Background: an optimization exercise with open tools, aiming at small area. Do not read the settings as production practice. In this exercise RTL edits were held to simulation tests only and were not proved equivalent to the original.

### flow/run.sh
#!/bin/bash
# synth_recipe.tcl (not shown) runs the flow's synth.tcl, then flattens the netlist and writes it again
# the make line also repeats each setting of config.mk as NAME=value (left out here)
make -C /OpenROAD-flow-scripts/flow DESIGN_CONFIG=/design/flow/config.mk WORK_HOME=/design/flow/orfs CLKGATE_MAP_FILE= SYNTH_SCRIPT=/design/flow/synth_recipe.tcl finish
### flow/config.mk
export PLATFORM = sky130hd
export DESIGN_NAME = LCD_driver
export DESIGN_NICKNAME = LCD_driver
export VERILOG_FILES = /design/flow/design.v
export SDC_FILE = /design/flow/constraint.sdc
export NUM_CORES = 4
export LEC_CHECK = 0
export CAP_MARGIN = 20
export CORE_MARGIN = 2
export CORE_UTILIZATION = 40
export SLEW_MARGIN = 20
### flow/constraint.sdc
create_clock -name core_clock -period 30.0 [get_ports {system_clk}]
set_input_delay 6.0000 -clock core_clock [delete_from_list [all_inputs] [get_ports {system_clk}]]
set_output_delay 6.0000 -clock core_clock [all_outputs]
set_load 0.01 [all_outputs]
### flow/design.v
module LCD_driver(
    input system_clk, rst, run,
    input [31:0] score,
    output reg LCD_RW, LCD_EN, LCD_RS, LCD_RST,
    output reg [7:0] LCD_DATA
);
    reg [3:0] state;
    reg [17:0] counter;
    reg [5:0] DATA_INDEX;
    wire [7:0] DATA;
    LCDM_Table LT(
        .table_index(DATA_INDEX),
        .data_out(DATA)
    );
    reg [7:0] score_ascii [0:9];
    integer i;
    reg [31:0] temp;
    always @(score) begin
        temp = score;
        for(i=9; i>=0; i=i-1) begin
            score_ascii[i] = (temp%10) + 8'h30;
            temp = temp/10;
        end
    end
    reg [3:0] SCORE_ASCII_INDEX;
    always @(posedge system_clk) begin
        if(rst) begin
            LCD_DATA <= 8'd0;
            LCD_RW <= 1'b1;
            LCD_EN <= 1'b1;
            LCD_RS <= 1'b0;
            state <= 4'd0;
            counter <= 18'd0;
            DATA_INDEX <= 6'd0;
            LCD_RST <= 1'd1;
            SCORE_ASCII_INDEX <= 4'd0;
        end
        else begin
            case(state)
                4'd0: begin
                    if(run && DATA_INDEX < 6'd32) begin
                        state <= 4'd4;
                    end
                    else if(DATA_INDEX == 6'd32)
                        state <= 4'd4;
                    else if(DATA_INDEX == 6'd38 && SCORE_ASCII_INDEX == 4'd10) begin
                        state <= 4'd4;
                        SCORE_ASCII_INDEX <= 4'd0;
                    end
                    else
                        state <= 4'd1;
                    LCD_RST <= 1'd0;
                end
                4'd1: begin
                    LCD_EN <= 1'b1;
                    LCD_RS <= 1'b1;
                    LCD_RW <= 1'b0;
                    LCD_RST <= 1'b0;
                    if(DATA_INDEX < 6'd38)
                        LCD_DATA <= DATA[7:0];
                    else
                        LCD_DATA <= score_ascii[SCORE_ASCII_INDEX];
                    state <= 4'd2;
                end
                4'd2: begin
                    if(counter < 18'd1) counter <= counter + 18'd1;
                    else state <= 4'd3;
                end
                4'd3: begin
                    LCD_EN <= 1'b0;
                    counter <= 18'd0;
                    if(DATA_INDEX < 6'd38)
                        DATA_INDEX <= DATA_INDEX + 6'd1;
                    else if(SCORE_ASCII_INDEX < 4'd10)
                        SCORE_ASCII_INDEX <= SCORE_ASCII_INDEX + 4'd1;
                    state <= 4'd0;
                end
                4'd4: begin
                    if(run) begin
                        state <= 4'd1;
                        LCD_RST <= 1'b1;
                        DATA_INDEX <= 6'd32;
                    end
                    else state <= 4'd4;
                end
            endcase
        end
    end
endmodule
module LCDM_Table(
    input [5:0] table_index,
    output reg [7:0] data_out
);
    always @(table_index) begin
        case(table_index) 
            6'd0: data_out = 8'h28;  
            6'd1: data_out = 8'h45;  
            6'd2: data_out = 8'h4C;  
            6'd3: data_out = 8'h4C;  
            6'd4: data_out = 8'h4F;  
            6'd5: data_out = 8'h01;  
            6'd6: data_out = 8'h5F;  
            6'd7: data_out = 8'h5F;  
            6'd8: data_out = 8'h5F;  
            6'd9: data_out = 8'h5F;  
            6'd10: data_out = 8'h5F;  
            6'd11: data_out = 8'h5F;  
            6'd12: data_out = 8'h5F;  
            6'd13: data_out = 8'h5F;  
            6'd14: data_out = 8'h5F;  
            6'd15: data_out = 8'h5F;  
            6'd16: data_out = 8'h30;  
            6'd17: data_out = 8'h52;  
            6'd18: data_out = 8'h45;  
            6'd19: data_out = 8'h53;  
            6'd20: data_out = 8'h53;  
            6'd21: data_out = 8'h5F;  
            6'd22: data_out = 8'h52;  
            6'd23: data_out = 8'h55;  
            6'd24: data_out = 8'h4E;  
            6'd25: data_out = 8'h01;  
            6'd26: data_out = 8'h5F;  
            6'd27: data_out = 8'h5F;  
            6'd28: data_out = 8'h5F;  
            6'd29: data_out = 8'h5F;  
            6'd30: data_out = 8'h5F;  
            6'd31: data_out = 8'h5F;  
            6'd32: data_out = 8'h33;  
            6'd33: data_out = 8'h43;  
            6'd34: data_out = 8'h4F;  
            6'd35: data_out = 8'h52;  
            6'd36: data_out = 8'h45;  
            6'd37: data_out = 8'h1A;  
            default: data_out = 8'h00;
        endcase
    end
endmodule
==> flow_metrics.env <==
export IMPL_yosysUniqueCellTypes=196
export IMPL_core_area_um2=73100
export IMPL_tightest_slew_ns=1.14
export IMPL_finClkSkew_ns=0.00269
export IMPL_start_util_pct=40.5
export IMPL_clock_latency_ns=0.29
export IMPL_cp_arrival_ns=28.34
export IMPL_maxCapViolations=0
export IMPL_ys_seq_area_share_pct=3.39
export IMPL_status="timing/DRC/antenna clean"
export IMPL_dp_hpwl_um=64400
export IMPL_rsz0062_at_grt="false"
export IMPL_gp_congestion=0.907
export IMPL_syn_area_per_cell_um2=6.98
export IMPL_wl_um=87500
export IMPL_fill_cells=7671
export IMPL_cts_tree="done"
export IMPL_grt_ovfl_total=0
export IMPL_setup_tns_final_ns=0
export IMPL_ant_nets=0
export IMPL_htreeDepth=2
export IMPL_die_w_um=276
export IMPL_synthFlopType="dfxtp_1"
export IMPL_initialDrtViolationCount=3596
export IMPL_timing_fmax_mhz=35.6
export IMPL_cpMaxStageDelayCell="clkdlybuf4s50_1"
export IMPL_path_clk_slew_ns=0.06
export IMPL_portBuffers=46
export IMPL_endpoint_kind="register"
export IMPL_synth_seq_cells=50
export IMPL_period_minus_slack_ns=28.13
export IMPL_maxSlewViolCount=0
export IMPL_synth_edf_count=0
export IMPL_vias=33000
export IMPL_path_delay_family="compound AO/OA/AOI/OAI gates"
export IMPL_final_nets=4097
export IMPL_cts_root_buf="clkbuf_16"
export IMPL_groute_usage_overall_pct=21.7
export IMPL_ys_warn_count=3
export IMPL_crit_path_max_incr_delay_ns=1.15
export IMPL_grt_max_degree=35
export IMPL_syn_cell_area_um2=29600
export IMPL_cts_hold_buf=0
export IMPL_cts_path_max_buffers=2
export IMPL_crit_type="input pin to register"
export IMPL_synthCells=4237
export IMPL_drtPass1Iterations=6
export IMPL_fp_dieH_um=276
export IMPL_fin_util_pct=40.3
export IMPL_grt_pass1_wl_um=146000
export IMPL_rows=99
export IMPL_cp_start_kind="input pin"
export IMPL_period_share_pct=93.8
export IMPL_via_per_inst=6.64
export IMPL_final_hold_viol_count=0
export IMPL_final_common_cell="nand2_1"
export IMPL_slew_headroom_pct=24.0
export IMPL_area_growth_pct=-0.419
export IMPL_min_path_type="register to register"
export IMPL_critical_path_buf_inv_count=6
export IMPL_syn_nets=4319
export IMPL_fin_hold_ws_ns=0.450
export IMPL_grt_pass1_vias=28900
export IMPL_cp_max_fo=29
export IMPL_io_pins=47
export IMPL_drive_above_1_share_pct=13.9
export IMPL_drc_errors=0
export IMPL_antenna_found_initial=2
export IMPL_cts_sinks=50
export IMPL_drt_wirelength_per_cell_um=17.6
export IMPL_cp_common_cell="nand2_1"
export IMPL_die_area_um2=76100
export IMPL_ys_async_sr_fraction_pct=0
export IMPL_cts_buffers=5
export IMPL_final_cell_mix="388 x nand2_1, 365 x nor2_1, 321 x a21oi_1"
export IMPL_crit_required_ns=30.21
export IMPL_setup_viol=0
## cell families after synthesis
kind of cell,Yosys count,synth area share (%)
AND/OR/NAND/NOR,1611,28.5
buffers and inverters,454,10.0
flip-flops,50,3.39
multiplexers,99,3.70
adder cells (fa/ha/maj),66,2.65
XOR/XNOR,151,4.68
AO/OA/AOI/OAI,1806,47.1
## timing repair
item,4_1_cts,5_1_grt
buffers inserted,0,5
resized for setup,0,5
endpoints found under the setup margin,0,6
## synth_stat cells, types with 34 or more instances
cell,number,share of area (%)
o2111ai_1,35,1.0
nor2_1,365,4.6
o21ai_1,67,1.1
and3_1,39,0.83
nand4_1,50,1.1
dfxtp_1,50,3.4
buf_6,58,2.2
o221ai_1,42,1.2
ha_1,47,2.0
a211oi_1,98,2.5
xnor2_1,128,3.8
a221oi_1,34,1.0
o31ai_1,42,1.1
or3_1,35,0.74
clkbuf_1,134,1.7
nor3_1,171,2.9
nor4_1,56,1.2
a21o_1,43,1.1
o21a_1,45,1.1
a31oi_1,82,1.7
buf_2,42,0.71
nand2_1,388,4.9
a21oi_1,323,5.5
and2_1,53,1.1
clkbuf_8,53,2.5
mux2i_1,71,2.4
inv_1,99,1.3
o21ai_0,234,4.0
o22ai_1,47,0.99
nand3_1,170,2.9
o211ai_1,81,2.1
## metrics by stage
stage	instances	area [µm²]	worst slack, ns
2_1_floorplan	4237	29600	7.36
3_3_place_gp	4961	29200	2.27
3_5_place_dp	4961	29200	1.64
4_1_cts	4969	29400	1.87
5_1_grt	4977	29400	0.00128
6_report	4977	29400	1.87
## per-layer routing
layer,global-route usage (%),vias up,wire length [µm]
li1,-,16200,-
met1,33.2,15600,43500
met2,33.8,1109,38700
met3,1.10,64,4630
met4,2.72,0,686
met5,0,-,0
## worst paths after layout
path / startpoint / endpoint / slack, ns / cells after the start
max: score[26] / LCD_DATA[6] / 1.87 / 75
min: LCD_DATA[3] / LCD_DATA[3] / 0.45 / 2
max reg2reg: SCORE_ASCII_INDEX[0] / LCD_DATA[6] / 26.69 / 14
min reg2reg: LCD_DATA[3] / LCD_DATA[3] / 0.45 / 2
## worst reg2reg max path, stage by stage (launching register included)
cell and delay [ns]:
dfxtp_1 0.36, inv_1 0.10, ha_1 0.26, o21ai_0 0.15, a22oi_1 0.42, o221ai_1 0.25, a221oi_1 0.29, o21ai_0 0.17
a221oi_1 0.44, a21o_1 0.20, ha_1 0.16, xnor2_1 0.07, o21ai_0 0.15, nand2_1 0.07, a21oi_1 0.14
## layout make-up
type	count	area (µm²)	share of cell area, %
multi-input combinational	3733	25700	87.3
tap	959	1200	4.08
sequential	50	1000	3.40
timing repair buffer	110	950	3.23
inverter	115	437	1.48
clock buffer	7	143	0.485
clock inverter	1	5.00	0.0170
antenna	2	5.00	0.0170
## state kept, by name, summed over array words and instances, names as in the netlist
name and flops:
LCD_EN 1, LCD_RST 1, counter 18, LCD_RS 1, LCD_DATA 8, SCORE_ASCII_INDEX 4, state 3, DATA 7
LCD_RW 1, DATA_INDEX 6

[re-timing with driven ports]
In the flow no input, the clock included, has a driving cell. The finished layout below was timed again as built, in two steps. Step 1, drivers: a clkbuf_16 drives system_clk and a buf_2 each remaining input, both assumed. Step 2 moves the port delays by t, midway between the first and last clock arrival at a register: inputs arrive t later, outputs are due t later. That takes back most of the time a late clock gives input paths. Slacks: ideal / step 1 / step 2; pairs: ideal / step 1.
shift t [ns]: 0.324
setup WS [ns]: 1.871 / 1.883 / 1.559
worst setup path after step 2: input to register
clock arrival spread, ns: 0.003 / 0.002
worst register clock-pin slew, ns: 0.06 / 0.06
After both steps this run still meets setup and hold. The setup slack of this run moves by +0.012 ns with the drivers and by -0.312 ns with both steps.
